This design comes from an exercise in tuning for small area on the open sky130 flow, not from production work. In this exercise RTL edits were held to simulation tests only and were not proved equivalent to the original. The flow treats the clock pin as an ideal source, which a real chip does not have.

==> run A: inputs <==
## stopwatch
module stopwatch(
	input clk,
	input btns,
	input btnr,
	input sw0,
	input sw1,
	output [7:0] rish,
	output [3:0] an
	);
export LEC_CHECK = 0
export ABC_AREA = 1
export CAP_MARGIN = 20
export CORE_MARGIN = 2
export CORE_UTILIZATION = 80
export GPL_TIMING_DRIVEN = 0
export PLACE_DENSITY = 0.9
export SLEW_MARGIN = 20
create_clock -name core_clock -period 10.0 [get_ports {clk}]
standard.sh (not shown) runs the stock make flow with config.mk's settings and CLKGATE_MAP_FILE= SYNTH_SCRIPT=/design/flow/synth_recipe.tcl, a recipe that flattens the netlist after the stock synthesis.
==> flow/flow/run.sh <==
#!/bin/bash
# ORFS layout through the standard.sh, with these changes:
#  - synthesis maps logic with an area-only ABC script (flow/abc_area.script), so the
#    ORFS scripts are used from a private copy that holds that script, and it leaves
#    half adders to ABC (no ADDER_MAP_FILE) instead of mapping them to ha cells first,
#    and it puts no buffer between the constant cell and the output it drives;
#  - ports are buffered with sky130_fd_sc_hd__buf_1;
set -euo pipefail
here=$(pwd)
rm -rf "$here/scripts"
cp -r "$FLOW_HOME/scripts" "$here/scripts"
cp "$here/flow/abc_area.script" "$here/scripts/abc_area.script"
export SCRIPTS_DIR="$here/scripts"
export ADDER_MAP_FILE=
export SYNTH_INSBUF=0
export BUFFER_PORTS_ARGS="-buffer_cell sky130_fd_sc_hd__buf_1"
export CTS_ARGS="-sink_clustering_enable -repair_clock_nets -dont_use_dummy_load -buf_list sky130_fd_sc_hd__clkbuf_4"
export POST_CTS_TCL="$here/flow/post_cts.tcl"
bash standard.sh > flow.log 2>&1
==> flow/flow/post_cts.tcl <==
set limit [expr {[info exists ::env(CLK_SLEW_TARGET)] ? $::env(CLK_SLEW_TARGET) : 0.115}]
set sizes {sky130_fd_sc_hd__clkbuf_1 sky130_fd_sc_hd__clkbuf_2 sky130_fd_sc_hd__clkbuf_4 sky130_fd_sc_hd__clkbuf_8 sky130_fd_sc_hd__clkbuf_16}
proc worst_clk_pin {} {
  set w 0; set wp ""
  foreach p [get_pins -hierarchical */CLK] {
    set s [get_property $p slew_max]
    if {$s > $w} { set w $s; set wp $p }
  }
  return [list $w $wp]
}
proc worst_clk_slew {} { return [lindex [worst_clk_pin] 0] }
estimate_parasitics -placement
# leaves first, then the root
set bufs [concat [get_cells -quiet clkbuf_*__f_*] [get_cells -quiet clkbuf_0_*]]
foreach inst $bufs { replace_cell $inst sky130_fd_sc_hd__clkbuf_8 }
estimate_parasitics -placement
foreach inst $bufs {
  foreach cell $sizes {
    replace_cell $inst $cell
    estimate_parasitics -placement
    if {[worst_clk_slew] <= $limit} { break }
  }
}
# legalize, then upsize the buffer that drives the worst pin until the target holds again
for {set i 0} {$i < 12} {incr i} {
  detailed_placement
  estimate_parasitics -placement
  lassign [worst_clk_pin] w wp
  if {$w <= $limit} { break }
  set drv ""
  foreach p [get_pins -quiet -of_objects [get_nets -of_objects $wp]] {
    if {[get_property $p direction] eq "output"} { set drv [get_cells -of_objects $p] }
  }
  if {$drv eq ""} { break }
  set cur [get_property $drv ref_name]
  set k [lsearch $sizes $cur]
  if {$k < 0 || $k + 1 >= [llength $sizes]} { break }
  replace_cell $drv [lindex $sizes [expr {$k + 1}]]
}
foreach inst $bufs { puts "post_cts: [get_name $inst] [get_property $inst ref_name]" }
puts "post_cts: worst clock pin slew [worst_clk_slew]"
Other scripts of this flow, unchanged in this note and not shown: flow/flow/abc_area.script
==> run R: changes against run A <==
--- a/flow/design.v
+++ b/flow/design.v
@@ -5,80 +5,75 @@
 	input btnr,
 	input sw0,
 	input sw1,
 	output [7:0] rish,
 	output [3:0] an
 	);
-localparam [3:0] L_H = 4'h5;
-reg [3:0] h_r;
-wire [3:0] h = h_r ^ L_H;
-wire h_term = h[0] & h[1] & h[2];
-wire h_fb = h[3] ^ h[0];
-localparam [6:0] L_M = 7'h55;
-reg [6:0] m_r;
-wire [6:0] m = m_r ^ L_M;
-wire m_wrap = m[0] & ~m[1] & ~m[2] & m[3] & ~m[6];
-wire m_fb = ~(m[6] ^ m[5]);
+reg [3:0] h_r;  
+wire [3:0] h = h_r ^ 4'b1010;
+wire h_term = ~h[0] & h[1] & ~h[2];
+wire h_fb = ~(h[3] ^ h[2]);
+reg [6:0] m_r;  
+wire [6:0] m = m_r ^ 7'b0101010;
+wire m_wrap = ~m[0] & ~m[1] & ~m[2] & ~m[3] & m[6];
+wire m_fb = ~(m[6] ^ m[1]);
 wire m_term = h_term & m_wrap;
-localparam [12:0] L_A = 13'haaa;
-reg [12:0] a_r;
-wire [12:0] a = a_r ^ L_A;
-wire a_term = a[0] & a[2] & ~a[3] & a[4] & ~a[6] & a[7] & ~a[8] & ~a[9] & a[11] & a[12];
+reg [12:0] a_r;  
+wire [12:0] a = a_r ^ 13'b0101010101010;
+wire a_term = ~a[0] & ~a[1] & ~a[2] & ~a[3] & a[4] & ~a[7] & ~a[9] & a[10] & a[11] & ~a[12];
 wire a_fb = ~(a[12] ^ a[5]);
-localparam [11:0] L_B = 12'h555;
-reg [11:0] b_r;
-wire [11:0] b = b_r ^ L_B;
-wire b_term = ~b[0] & b[1] & ~b[2] & b[3] & b[4] & ~b[5] & b[7] & ~b[8] & b[10] & ~b[11];
-wire b_fb = b[11] ^ b[10];
-localparam [3:0] P_T = 4'b0000;       
-localparam [2:0] P_Q = 3'b100;       
+reg [11:0] b_r;  
+wire [11:0] b = b_r ^ 12'b101010101010;
+wire b_term = ~b[0] & ~b[1] & ~b[2] & b[3] & ~b[4] & ~b[5] & b[6] & ~b[7] & b[9] & b[11];
+wire b_fb = ~(b[11] ^ b[10]);
+localparam [3:0] P_T = 4'b0010;       
+localparam [2:0] P_Q = 3'b000;       
 localparam [2:0] P_M1 = 3'b000;
-localparam [3:0] P_M0 = 4'b0010;
+localparam [3:0] P_M0 = 4'b0000;
 localparam [2:0] P_S1 = 3'b000;
-localparam [3:0] P_S0 = 4'b0001;
+localparam [3:0] P_S0 = 4'b0000;
 localparam [1:0] P_A = 2'b00;       
 localparam [3:0] P_D = 4'b0001;       
 localparam P_B = 1'b0;             
 reg [3:0] t_r;
 wire clk_high = t_r[3] ^ P_T[3];
 wire clk_mid  = t_r[2] ^ P_T[2];
 wire clk_1hz  = t_r[1] ^ P_T[1];
 wire clk_2hz  = t_r[0] ^ P_T[0];
 always @(posedge clk) begin
 	if (btns) begin
-		h_r <= 0; m_r <= 0; a_r <= 0; b_r <= 0;
+		h_r <= 4'b1010; m_r <= 7'b0101010; a_r <= 13'b0101010101010; b_r <= 12'b101010101010;
 		t_r <= P_T;
 	end else begin
-		h_r <= h_term ? 4'd0  : {h[2:0], h_fb} ^ L_H;
-		m_r <= m_wrap ? 7'd0  : {m[5:0], m_fb} ^ L_M;
-		a_r <= a_term ? 13'd0 : {a[11:0], a_fb} ^ L_A;
-		b_r <= b_term ? 12'd0 : {b[10:0], b_fb} ^ L_B;
+		h_r <= (h_term ? 4'd0  : {h[2:0], h_fb}) ^ 4'b1010;
+		m_r <= (m_wrap ? 7'd0 : {m[5:0], m_fb}) ^ 7'b0101010;
+		a_r <= (a_term ? 13'd0 : {a[11:0], a_fb}) ^ 13'b0101010101010;
+		b_r <= (b_term ? 12'd0 : {b[10:0], b_fb}) ^ 12'b101010101010;
 		t_r <= {clk_high ^ h_term, clk_mid ^ m_term, clk_1hz ^ a_term, clk_2hz ^ b_term} ^ P_T;
 	end
 end
 wire high_rise = h_term & ~clk_high;
 reg count_clk_r;
 wire count_clk = count_clk_r ^ P_Q[2];
 wire clk_next = sw1 ? clk_2hz : clk_1hz;
 always @(posedge clk)
 	count_clk_r <= clk_next ^ P_Q[2];
 wire count_rise = clk_next & ~count_clk;
-localparam [16:0] L_D = 17'h15555;
-reg [16:0] d_r;
-wire [16:0] d = d_r ^ L_D;
+reg [16:0] d_r;  
+wire [16:0] d = d_r ^ 17'b01010101010101010;
 reg btn_db_r, pause_r;
 wire btn_db = btn_db_r ^ P_Q[1];
 wire pause = pause_r ^ P_Q[0];
-wire d_term = d[0] & d[1] & d[2] & d[3] & d[5] & d[7] & ~d[8] & d[9] & ~d[10] & ~d[11] & ~d[12] & d[14] & d[16];
-wire d_fb = d[16] ^ d[10];
+wire d_term = ~d[0] & ~d[1] & d[2] & d[4] & ~d[5] & ~d[6] & ~d[7] & d[9] & d[10] & d[11] & d[12] & d[15] & d[16];
+wire d_fb = ~(d[16] ^ d[5]);
 always @(posedge clk) begin
 	if (btns || !btnr) begin
-		d_r <= 0;
+		d_r <= 17'b01010101010101010;
 		btn_db_r <= P_Q[1];
 	end else begin
-		d_r <= {d[15:0], d_fb} ^ L_D;
+		d_r <= {d[15:0], d_fb} ^ 17'b01010101010101010;
 		btn_db_r <= (btn_db | d_term) ^ P_Q[1];
 	end
 end
 always @(posedge clk) begin
 	if (btns)
 		pause_r <= P_Q[0];
--- a/flow/flow/run.sh
+++ b/flow/flow/run.sh
@@ -2,12 +2,15 @@
 # ORFS layout through the standard.sh, with these changes:
 #  - synthesis maps logic with an area-only ABC script (flow/abc_area.script), so the
 #    ORFS scripts are used from a private copy that holds that script, and it leaves
 #    half adders to ABC (no ADDER_MAP_FILE) instead of mapping them to ha cells first,
 #    and it puts no buffer between the constant cell and the output it drives;
 #  - ports are buffered with sky130_fd_sc_hd__buf_1;
+#  - the clock tree uses clkbuf_4 buffers and no dummy loads; flow/post_cts.tcl
+#    upsizes the clock buffers whose flip-flop clock pins see a high slew.
+# Each tool's output stays in its own log in orfs/logs/; all make prints goes to flow.log.
 set -euo pipefail
 here=$(pwd)
 rm -rf "$here/scripts"
 cp -r "$FLOW_HOME/scripts" "$here/scripts"
 cp "$here/flow/abc_area.script" "$here/scripts/abc_area.script"
 export SCRIPTS_DIR="$here/scripts"
==> flow/flow/post_cts.tcl (replaced) <==
set limit [expr {[info exists ::env(CLK_SLEW_TARGET)] ? $::env(CLK_SLEW_TARGET) : 0.115}]
estimate_parasitics -placement
set upsized 0
foreach inst [get_cells -quiet clkbuf_*] {
  set out [get_pins -quiet [get_name $inst]/X]
  if {$out eq ""} { continue }
  set worst 0
  foreach p [get_pins -quiet -of_objects [get_nets -of_objects $out]] {
    if {[get_property $p direction] ne "input"} { continue }
    if {[string match "*/CLK" [get_full_name $p]]} {
      set s [get_property $p slew_max]
      if {$s > $worst} { set worst $s }
    }
  }
  if {$worst > $limit} {
    replace_cell $inst sky130_fd_sc_hd__clkbuf_8
    incr upsized
  }
}
puts "post_cts: upsized $upsized clock buffers"
detailed_placement
estimate_parasitics -placement
GPL_TIMING_DRIVEN = not set   (was 0)
PLACE_DENSITY = not set   (was 0.9)
==> run H: changes against run A <==
--- a/flow/design.v
+++ b/flow/design.v
@@ -29,13 +29,13 @@
 wire [11:0] b = b_r ^ L_B;
 wire b_term = ~b[0] & b[1] & ~b[2] & b[3] & b[4] & ~b[5] & b[7] & ~b[8] & b[10] & ~b[11];
 wire b_fb = b[11] ^ b[10];
 localparam [3:0] P_T = 4'b0000;       
 localparam [2:0] P_Q = 3'b100;       
 localparam [2:0] P_M1 = 3'b000;
-localparam [3:0] P_M0 = 4'b0010;
+localparam [3:0] P_M0 = 4'b0011;
 localparam [2:0] P_S1 = 3'b000;
 localparam [3:0] P_S0 = 4'b0001;
 localparam [1:0] P_A = 2'b00;       
 localparam [3:0] P_D = 4'b0001;       
 localparam P_B = 1'b0;             
 reg [3:0] t_r;
PLACE_DENSITY = not set   (was 0.9)
==> flow_metrics.tcl <==
set metrics [dict create \
    status "no timing/DRC/antenna violations" \
    timing_worst_slew_pin_value_ns 0.986 \
    report.power.total_w 0.000548 \
    finish.cell_count_without_fillers 349 \
    drt_first_pass_iters 6 \
    detailed_route_vias_per_instance 6.09 \
    gp_routability_congestion 0.862 \
    critPathBufInv 2 \
    syn_to_layout_area_delta_pct 6.91 \
    synth_cell_type_count 32 \
]
-- figures above: run A

==> flow_metrics.tcl <==
set metrics [dict create \
    status "no timing/DRC/antenna violations" \
    timing_worst_slew_pin_value_ns 0.904 \
    r2r-start "b_r[2]" \
    critPathBufInv 2 \
    syn_to_layout_area_delta_pct 7.56 \
    report.power.total_w 0.000504 \
    synth_cell_type_count 30 \
    gp_routability_congestion 0.858 \
    max_cap_viol_count 0 \
    detailed_route_vias_per_instance 6.58 \
    finish.cell_count_without_fillers 362 \
    drt_first_pass_iters 5 \
    seq-power_w 0.000333 \
    die_width_um 61.3 \
]
-- figures above: run R

==> flow_metrics.tcl <==
set metrics [dict create \
    detailed_route_vias_per_instance 5.90 \
    totalNegativeSetupSlack_ns 0 \
    status "no timing/DRC/antenna violations" \
    hpwl_mm 3.49 \
    syn_to_layout_area_delta_pct 6.75 \
    antenna_found_initial 0 \
    power.switching_fraction_pct 26.2 \
    drt_first_pass_iters 5 \
    finish.cell_count_without_fillers 351 \
    synth_cell_type_count 30 \
    critPathBufInv 3 \
    timing_worst_slew_pin_value_ns 1.08 \
    gp_routability_congestion 0.875 \
]
-- figures above: run H

[re-timing with driven ports]
The results above use ideal ports. As a check the final layouts listed here were re-extracted and re-timed, cells and wires unchanged. Step 1 (the two cells are an assumption about what drives the block):
set clk [get_ports {clk}]
set_driving_cell -lib_cell sky130_fd_sc_hd__clkbuf_16 $clk
set_driving_cell -lib_cell sky130_fd_sc_hd__buf_2 [delete_from_list [all_inputs] $clk]
Step 2, shift: input delay + t, output delay - t, t = (earliest + latest rising clock arrival at the registers) / 2. This alone moves slack from input paths to output paths. Slacks: ideal ports / drivers / drivers and shift; pairs: ideal ports / drivers.
run	shift t [ns]	setup slack, ns	hold WS [ns]	slew at the worst register clock pin (ns)	cell pins on the clock port's net
run A	0.502	6.173 / 6.150 / 5.773	0.397 / 0.397 / 0.397	0.12 / 0.12	1
run R	0.433	6.133 / 6.128 / 5.695	0.380 / 0.380 / 0.380	0.12 / 0.12	1
run H	0.493	6.288 / 6.266 / 5.804	0.395 / 0.395 / 0.395	0.11 / 0.11	1
After both steps every run listed still meets setup and hold. The setup slack of run H, which loses most, moves by -0.022 ns with the drivers and by -0.484 ns with both steps.
